Source: an optimization exercise on an open RTL-to-GDS flow (aim: small area). Production flows keep margins and buffers that such runs may drop. Only simulation tests tie the RTL to the original design; equivalence was not proved.

**flow/run.sh**
```bash
#!/bin/bash
# synth_recipe.tcl (not shown) runs the flow's synth.tcl, then flattens the netlist and writes it again
# the make line also repeats each setting of config.mk as NAME=value (left out here)
make -C /OpenROAD-flow-scripts/flow DESIGN_CONFIG=/design/flow/config.mk WORK_HOME=/design/flow/orfs CLKGATE_MAP_FILE= SYNTH_SCRIPT=/design/flow/synth_recipe.tcl finish
```
**flow/config.mk**
```make
export PLATFORM = sky130hd
export DESIGN_NAME = disp
export DESIGN_NICKNAME = disp
export VERILOG_FILES = /design/flow/design.v
export SDC_FILE = /design/flow/constraint.sdc
export NUM_CORES = 4
export LEC_CHECK = 0
export CAP_MARGIN = 20
export CORE_MARGIN = 2
export CORE_UTILIZATION = 40
export SLEW_MARGIN = 20
```
**flow/constraint.sdc**
```tcl
create_clock -name core_clock -period 250.0 [get_ports {clk}]
set_input_delay 50.0000 -clock core_clock [delete_from_list [all_inputs] [get_ports {clk}]]
set_output_delay 50.0000 -clock core_clock [all_outputs]
set_load 0.01 [all_outputs]
```
**flow/design.v**
```verilog
module clk_divider(
    input clk,
    input rst,                   
    input [32:0] d_val, 
    output d_clk,
    output d_rise                
    );
        reg [32:1] cnt;
        reg x;
        assign d_clk=x; 
        assign d_rise=(cnt==((d_val/2)-1)) && !x;
        always @(posedge clk)
        begin 
            if(rst)
                begin
                    cnt<=0;
                    x<=1'b0;
                end
            else if(cnt==((d_val/2)-1))
                begin
                    cnt<=0;
                    x<=~x;
                end
            else 
                cnt<=cnt+1;
        end
endmodule
module seg_decoder(
        input [3:0] val, 
        output [7:0] out 
);
reg [7:0] code;
assign out=code; 
always@(val)
begin
        case(val)
        4'd0:code=8'b0111_1110;
        4'd1:code=8'b0011_0000;
        4'd2:code=8'b0110_1101;
        4'd3:code=8'b0111_1001;
        4'd4:code=8'b0011_0011;
        4'd5:code=8'b0101_1011;
        4'd6:code=8'b0101_1111;
        4'd7:code=8'b0111_0000;
        4'd8:code=8'b0111_1111;
        4'd9:code=8'b0111_1011;
        default:code=8'b01111111;
        endcase
end
endmodule
module disp(
        input [31:0] val,
        input clk,
        input rst,
        output [3:0] digit_sel,
        output [7:0] seg
  );
  wire r_clk;
  wire r_rise;
  localparam integer clk_1khz=1000;
  reg [31:0] register;
  reg [3:0] bit4; 
  reg [3:0] bit3; 
  reg [3:0] bit2; 
  reg [3:0] bit1; 
  wire [3:0] bit0=0;
  reg [3:0] num_select;
  wire [7:0] seg_1;
  clk_divider refresh_clk(
        .clk(clk),
        .rst(rst),
        .d_val(clk_1khz),
        .d_clk(r_clk),
        .d_rise(r_rise)
  ); 
  always@(*)
    begin
      register=val;
      bit4=register/1000;
      bit3=register%1000/100;
      bit2=register%100/10;
      bit1=register%10;
    end
  reg[3:0] bit_ctrl;
  always@(posedge clk)
    begin
        if(rst)
            bit_ctrl<=4'b0001;
        else if(r_rise)
            bit_ctrl<={bit_ctrl[2:0],bit_ctrl[3]};
    end  
    assign digit_sel=bit_ctrl;
    always @(*)
      begin
       case(bit_ctrl)
        4'b0001:num_select=bit1;
        4'b0010:num_select=bit2;
        4'b0100:num_select=bit3;
        4'b1000:num_select=bit4;
        default:num_select=bit0;
        endcase
      end
    seg_decoder p1(
            .val(num_select),
            .out(seg)
    );
endmodule
```
==> run notes <==
-- layout make-up --
| type | instances | area [um2] | area share, % |
|---|---|---|---|
| multi-input combinational | 2399 | 16320 | 86.56 |
| tap | 592 | 740.7 | 3.928 |
| sequential | 37 | 740.7 | 3.928 |
| timing repair buffer | 71 | 640.6 | 3.397 |
| clock buffer | 7 | 142.6 | 0.7564 |
| inverter | 72 | 270.3 | 1.433 |
-- layout by cell type (no fill, tap or decap), types with 22 or more instances in the layout --
| cell type | Yosys | final |
|---|---|---|
| sky130_fd_sc_hd__maj3_1 | 24 | 24 |
| sky130_fd_sc_hd__mux2i_1 | 62 | 61 |
| sky130_fd_sc_hd__nand2_1 | 215 | 215 |
| sky130_fd_sc_hd__o21ai_1 | 26 | 26 |
| sky130_fd_sc_hd__a211o_1 | 26 | 26 |
| sky130_fd_sc_hd__nor2_1 | 263 | 263 |
| sky130_fd_sc_hd__nand2b_1 | 22 | 22 |
| sky130_fd_sc_hd__clkdlybuf4s50_1 | 0 | 44 |
| sky130_fd_sc_hd__a21o_1 | 30 | 30 |
| sky130_fd_sc_hd__xnor2_1 | 129 | 129 |
| sky130_fd_sc_hd__dfxtp_1 | 37 | 37 |
| sky130_fd_sc_hd__o211ai_1 | 55 | 55 |
| sky130_fd_sc_hd__nand3_1 | 96 | 96 |
| sky130_fd_sc_hd__and3_1 | 43 | 43 |
| sky130_fd_sc_hd__a31oi_1 | 54 | 54 |
| sky130_fd_sc_hd__nor4_1 | 32 | 32 |
| sky130_fd_sc_hd__xor2_1 | 41 | 41 |
| sky130_fd_sc_hd__o21a_1 | 38 | 38 |
| sky130_fd_sc_hd__buf_4 | 13 | 26 |
| sky130_fd_sc_hd__o21ai_0 | 137 | 137 |
| sky130_fd_sc_hd__and2_1 | 46 | 46 |
| sky130_fd_sc_hd__nand4_1 | 23 | 23 |
| sky130_fd_sc_hd__a21oi_1 | 157 | 157 |
| sky130_fd_sc_hd__nor3_1 | 106 | 106 |
| sky130_fd_sc_hd__or3_1 | 39 | 39 |
| sky130_fd_sc_hd__mux2_2 | 24 | 24 |
| sky130_fd_sc_hd__a211oi_1 | 65 | 65 |
| sky130_fd_sc_hd__o31ai_1 | 34 | 34 |
| sky130_fd_sc_hd__o22ai_1 | 33 | 33 |
| sky130_fd_sc_hd__inv_1 | 62 | 62 |
-- flip-flops by register name (all words and copies together), names as in the netlist --
name	flops
refresh_clk.cnt	32
bit_ctrl	4
refresh_clk.x	1
-- worst max-delay path: cells and delay by family --
| family | cells | cell delay, ps |
|---|---|---|
| compound gates | 45 | 15340 |
| xor+xnor | 3 | 740 |
| fa+ha+maj | 1 | 340 |
| buf+inv | 3 | 1970 |
| mux | 3 | 1650 |
| simple gates | 10 | 2880 |
-- per-layer routing --
metal  track usage [%]  vias to the layer above
met3            0.9644                       97
met4             6.301                        0
met5                 0                        -
met1             29.87                     9972
li1                  -                    10322
met2             39.48                      685
-- path summary, 6_finish.rpt --
kind                            start             endpoint  slack (ps)
setup reg to reg  refresh_clk.cnt[11]  refresh_clk.cnt[32]      247470
hold reg to reg    refresh_clk.cnt[1]   refresh_clk.cnt[1]         460
setup / recovery              val[24]               seg[5]      127010
hold / removal     refresh_clk.cnt[1]   refresh_clk.cnt[1]         460
-- per-stage QoR --
stage | util [%] | hold slack, ps | cell area [um2] | std cells | setup WS (ps)
finish | 42.37 | 461.8 | 18860 | 3178 | 127010
detailed placement | 42.03 | 451.2 | 18710 | 3170 | 127290
floorplan | - | 426.4 | 18120 | 2687 | 132810
global placement | 42.02 | 438.6 | 18700 | 3170 | 127500
CTS | 42.35 | 463.7 | 18850 | 3177 | 127270
global route | 42.37 | 499.9 | 18860 | 3178 | 125270
-- logic make-up (layout without fill, tap and decap cells) --
group	after synthesis	after routing
DFF	37	37
other	1	1
AOI/OAI and AO/OA	1072	1072
and+or+nand+nor	1019	1019
muxes	94	94
xor gates and xnor gates	179	179
adders and majority gates	34	34
buffers and inverters	251	150
==> run_results.csv <==
group,metric,value,unit
synthesis,yosysSeqAreaShare,4.087,%
grt,grt-ovfl-total,0,
sta,final.setup.tns,0,ps
cts,cts_tree,"yes",
routing,drt-wirelength-per-cell,17.34,um
synthesis,synthDistinctLibCells,140,
die,core_area,44510,um2
final_layout,drive_gt1_share,8.275,%
synthesis,synth-main-ff-cell,"sky130_fd_sc_hd__dfxtp_1",
die,floorplan.initialDensity,40.72,%
cts,post-cts-setup-buffers,0,
grt,grt_pass1_vias,19492,
critical_path,worst_r2r_path_depth,10,
placed_design,dpl.hpwl,41180,um
synthesis,largest_family_of_logic_cells_by_synthesized_area,"compound AO/OA/AOI/OAI gates",
synthesis,synth-async-reset-ratio,0,%
grt,first_pass_grt_wire_length,93900,um
die,die_w,216.9,um
synthesis,synth_compound_gate_area_share,45.11,%
critical_path,cp_data_arrival_time,72990,ps
synthesis,synth_area,18120,um2
routing,drt_iter0_drc,1921,
final_layout,synthToLayoutAreaGrowth,4.038,%
critical_path,crit_top_cell,"sky130_fd_sc_hd__a211oi_2",
cts,cts.sink_count,37,
final_layout,filler_cells,4631,
synthesis,number_of_enable_flip_flop_cells_after_synthesis,0,
routing,wl_met2,26540,um
final_layout,finish.net_count,2628,
cts,number_of_buffers_inserted_during_clock_tree_synthesis,5,
critical_path,cp_slowest_stage_delay,860,ps
sta,final-max-slew-violation-count,0,
synthesis,syn-num-nets,2729,
sta,setup_viol_count_final,0,
run_status,outcome,"no timing/DRC/antenna violations",
hold_path,hp-class,"reg -> reg",
final_layout,n_antenna_cell,0,
grt,global_route.usage.total,22.47,%
sta,fmax,0.008131,GHz
grt,antenna_violations_before_repair,0,
synthesis,synth_cells,2687,
cts,clock_tree.htree_level_count,2,
synthesis,synth-simple-area-share,28.23,%
placed_design,gp_routability_congestion,0.9465,
sta,unrepaired_setup_endpoints_after_global_routing,"false",
cts,insertion_delay,280,ps
routing,met3_wirelength,2502,um
synthesis,yosysWarnings,4,
sta,clock_tree_skew_after_final_layout,3.467,ps
synthesis,postSynthAreaPerCell,6.745,um2
sta,worst_slew_margin_rel,31.24,%
sta,worst-slew-pin-transition,1024,ps
cts,clk_path_buf_depth,2,
grt,grt_start_max_net_pins,54,
die,die_height,216.9,um
routing,wl_met1,24860,um
sta,final_min_period_over_clock_period,49.20,%
cts,cts_repair_resize_count,0,
routing,ant_nets,0,
routing,postRouteWirelength,55120,um
synthesis,post_synth_mux_area_share,5.578,%
synthesis,netlist.top_cell.by_area,"sky130_fd_sc_hd__xnor2_1",
sta,final-hold-violation-count,0,
critical_path,crit_path_end_kind,"primary output",
critical_path,critPathMaxFanout,22,
synthesis,synth.cells.most_frequent,"263 x sky130_fd_sc_hd__nor2_1, 215 x sky130_fd_sc_hd__nand2_1, 157 x sky130_fd_sc_hd__a21oi_1",
synthesis,synth_adder_area_share,2.002,%
placed_design,buffer_ports.inserted,44,
cts,path_clk_slew,50,ps
sta,finalWorstPathRequiredPeriod,122990,ps
routing,detailedRoute.firstPassIterationCount,9,
cts,clk_root_buffer_cell,"sky130_fd_sc_hd__clkbuf_16",
critical_path,timing.critical_path.slowest_stage_cell,"sky130_fd_sc_hd__clkdlybuf4s50_1",
cts,cts_hold_buffers,0,
synthesis,count_leader_synth,"sky130_fd_sc_hd__nor2_1",
die,floorplan.die_area,47030,um2
routing,routed-via-count,21076,
critical_path,timing_worst_setup_path_type,"in -> out",
hold_path,min_delay_path_depth,1,
routing,post-route-drc-count,0,
synthesis,yosys.area_share.xor_xnor,9.085,%
routing,topRoutingLayerUsed,"met4",
die,io_pins,46,
job,max_cap_violations,0,
synthesis,synth_top_area_share,6.234,%
critical_path,timing.critical_path.from_type,"primary input",
synthesis,yosys-top-cells-area,"sky130_fd_sc_hd__xnor2_1 6.2%, sky130_fd_sc_hd__nor2_1 5.4%, sky130_fd_sc_hd__nand2_1 4.5%",
synthesis,flip_flop_and_latch_count_after_synthesis,37,
die,num_rows,77,
routing,vias_per_cell,6.632,
critical_path,timing.critical_path.required,200000,ps

re-timing with driven ports:
The results above use ideal ports. As a check the final layout listed here was re-extracted and re-timed, cells and wires unchanged. Step 1, drivers: a clkbuf_16 drives clk and a buf_2 each remaining input, both assumed. Step 2 also shifts input and output timing later by t, the mid clock arrival at the registers, as if the neighbouring blocks saw the same clock. Three values: ideal, step 1, step 2; two values: the first two.
t (ns): 0.304
slack for setup (ns): 127.010 / 126.988 / 126.988
worst slew at a driven data input, ns: 0.04
After both steps this run still meets setup and hold. The setup slack of this run moves by -0.022 ns with the drivers and by -0.022 ns with both steps.
